Background: an optimization exercise with open tools, aiming at small area and a short achievable clock period. Do not read the settings as production practice.
The RTL was checked by simulation tests, not by an equivalence proof against the original design.
Power figures rest on the tool's default switching activity, not on a simulated workload.

== alpha ==
Design trysim, start of the top module:
module trysim(input i_clk, input i_rst, input i_cfg_we, input [4:0] i_cfg_idx, input [3:0] i_cfg_vel,
              output o2,o3,o4,o5,o6,o7,o8,o9,o10,o11,o12,o13,o14,o15,o16,o17,o18,o19,o20,o21);
localparam N = 30;
localparam W = 12;
reg [W-1:0] pos [0:N-1];     
reg [3:0]   vel [0:N-1];
reg [5:0]   ctr;             
reg         stopp;
reg [20:1]  occ;
wire [W-1:0] c  [0:N-1];
wire [W-1:0] u  [0:N-1];
wire [3:0]   nv [0:N-1];
wire [N-1:0] zero;
wire [N-1:0] eq;             
genvar i, k;
generate
for (i = 0; i < N; i = i + 1) begin : car
	wire notent = !stopp && (ctr < 2*i);
	wire enter  = !stopp && (ctr == 2*i);
	wire move   = !notent && !enter;
	wire [3:0] vm = stopp ? 4'd0 : vel[i];
	wire [5:0] lo = {1'b0, pos[i][4:0]} + {2'b00, vm};
	wire [6:0] hi = pos[i][W-1:5];
	wire       k5 = lo[5];
	wire [W-1:0] s = {hi + {6'd0, k5}, lo[4:0]};
	wire hz = (hi == 7'd0) && !k5;                               
	wire hw = ((hi == 7'd64) && !k5) || ((hi == 7'd63) && k5);    
	wire loi = (lo[4:0] >= i);
	wire wrap = s[W-1] && !(hw && !loi);
	wire [W-1:0] mv = {s[W-1] & ~wrap, s[W-2:0]};
	assign c[i] = notent ? i : enter ? i + 1 : mv;
	wire sml = hz || (hw && loi);
	wire [N:i+1] ge;
	wire [N:i+1] g;
	for (k = i + 1; k <= N; k = k + 1) begin : th
		if (k == i + 1) begin : ent
			assign ge[k] = enter || (move && (!sml || lo[4:0] >= k));
		end else begin : mov
			assign ge[k] = move && (!sml || lo[4:0] >= k);
		end
		if (i == 0) begin : g0
			assign g[k] = ge[k];
		end else begin : gn
			assign g[k] = ge[k] & (zero[i-1] | car[i-1].g[k]);
		end
	end
	assign zero[i] = ~g[i+1];
	if (i == 0) begin : r0
		assign u[i]  = c[i];
		assign nv[i] = vel[i];
		assign eq[i] = 1'b0;
	end else begin : rn
		wire [W:0] sa, sb;   
		assign sa[W] = zero[i-1];
		assign sb[W] = 1'b0;
		for (k = W - 1; k >= 0; k = k - 1) begin : bt
			wire a = c[i][k];
			wire b = u[i-1][k];
			assign u[i][k] = (a | sb[k+1]) & (b | sa[k+1]);
			assign sa[k] = sa[k+1] | (b & ~u[i][k]);
			assign sb[k] = sb[k+1] | (a & ~u[i][k]);
		end
		assign nv[i] = sb[0] ? nv[i-1] : vel[i];
		assign eq[i] = ~sa[0];
	end
end
endgenerate
  ...
Settings: LEC_CHECK=0, ABC_AREA=1, CAP_MARGIN=20, CORE_MARGIN=2, CORE_UTILIZATION=70, PLACE_DENSITY=0.8, SLEW_MARGIN=20; clock period 65.0 ns.
run.sh (not shown) runs the stock make flow with config.mk's settings and CLKGATE_MAP_FILE= SYNTH_SCRIPT=/design/flow/synth_recipe.tcl, a recipe that flattens the netlist after the stock synthesis.
Both conditions hold for alpha: the flow ran to the end and the final layout passed the timing, design-rule and antenna checks.
--- input diff alpha..beta ---
diff --git a/flow/config.mk b/flow/config.mk
--- a/flow/config.mk
+++ b/flow/config.mk
@@ -9,5 +9,5 @@
 export CAP_MARGIN = 20
 export CORE_MARGIN = 2
-export CORE_UTILIZATION = 70
-export PLACE_DENSITY = 0.8
+export CORE_UTILIZATION = 60
+export PLACE_DENSITY = 0.72
 export SLEW_MARGIN = 20
--- outcome ---
Changes observed in beta relative to alpha: wire length of the first global-routing pass +3.6%, net switching power figure now sits higher, minimum setup slack in the final design rose by 0.29 ns.
Taking alpha over beta, the pin count of the biggest net entering global routing ratio works out to 1.16.
beta and alpha ended up with nearly the same multi-input logic area.
First-pass detailed-route iteration total is lower on beta
For beta, the cell with the biggest individual delay on the critical path was sky130_fd_sc_hd__a21oi_2, unlike alpha, where it was sky130_fd_sc_hd__dfxtp_1.
beta | stages: all done | timing, DRC, antenna: all pass
Compared with alpha, beta shows a cell count that is 1.9% higher.

-- re-timing with driven ports --
How much do the figures lean on ideal ports? The routed layouts below were timed once more, with nothing changed but the port constraints. Step 1, drivers: a clkbuf_16 drives i_clk and a buf_2 each remaining input, both assumed. Step 2, shift: input delay + t, output delay - t, t = (earliest + latest rising clock arrival at the registers) / 2. This alone moves slack from input paths to output paths. Slacks: no drivers / after step 1 / after step 2; pairs: no drivers / after step 1.
run | shift t [ns] | setup WS [ns] | hold WS [ns] | worst setup path after step 2 | clock arrival spread, ns
alpha | 0.754 | 48.894 / 48.894 / 48.894 | 0.597 / 0.597 / 0.597 | register to register | 0.040 / 0.040
beta | 0.727 | 49.182 / 49.182 / 49.182 | 0.592 / 0.592 / 0.592 | register to register | 0.052 / 0.052
After both steps setup and hold are still met in every run listed.
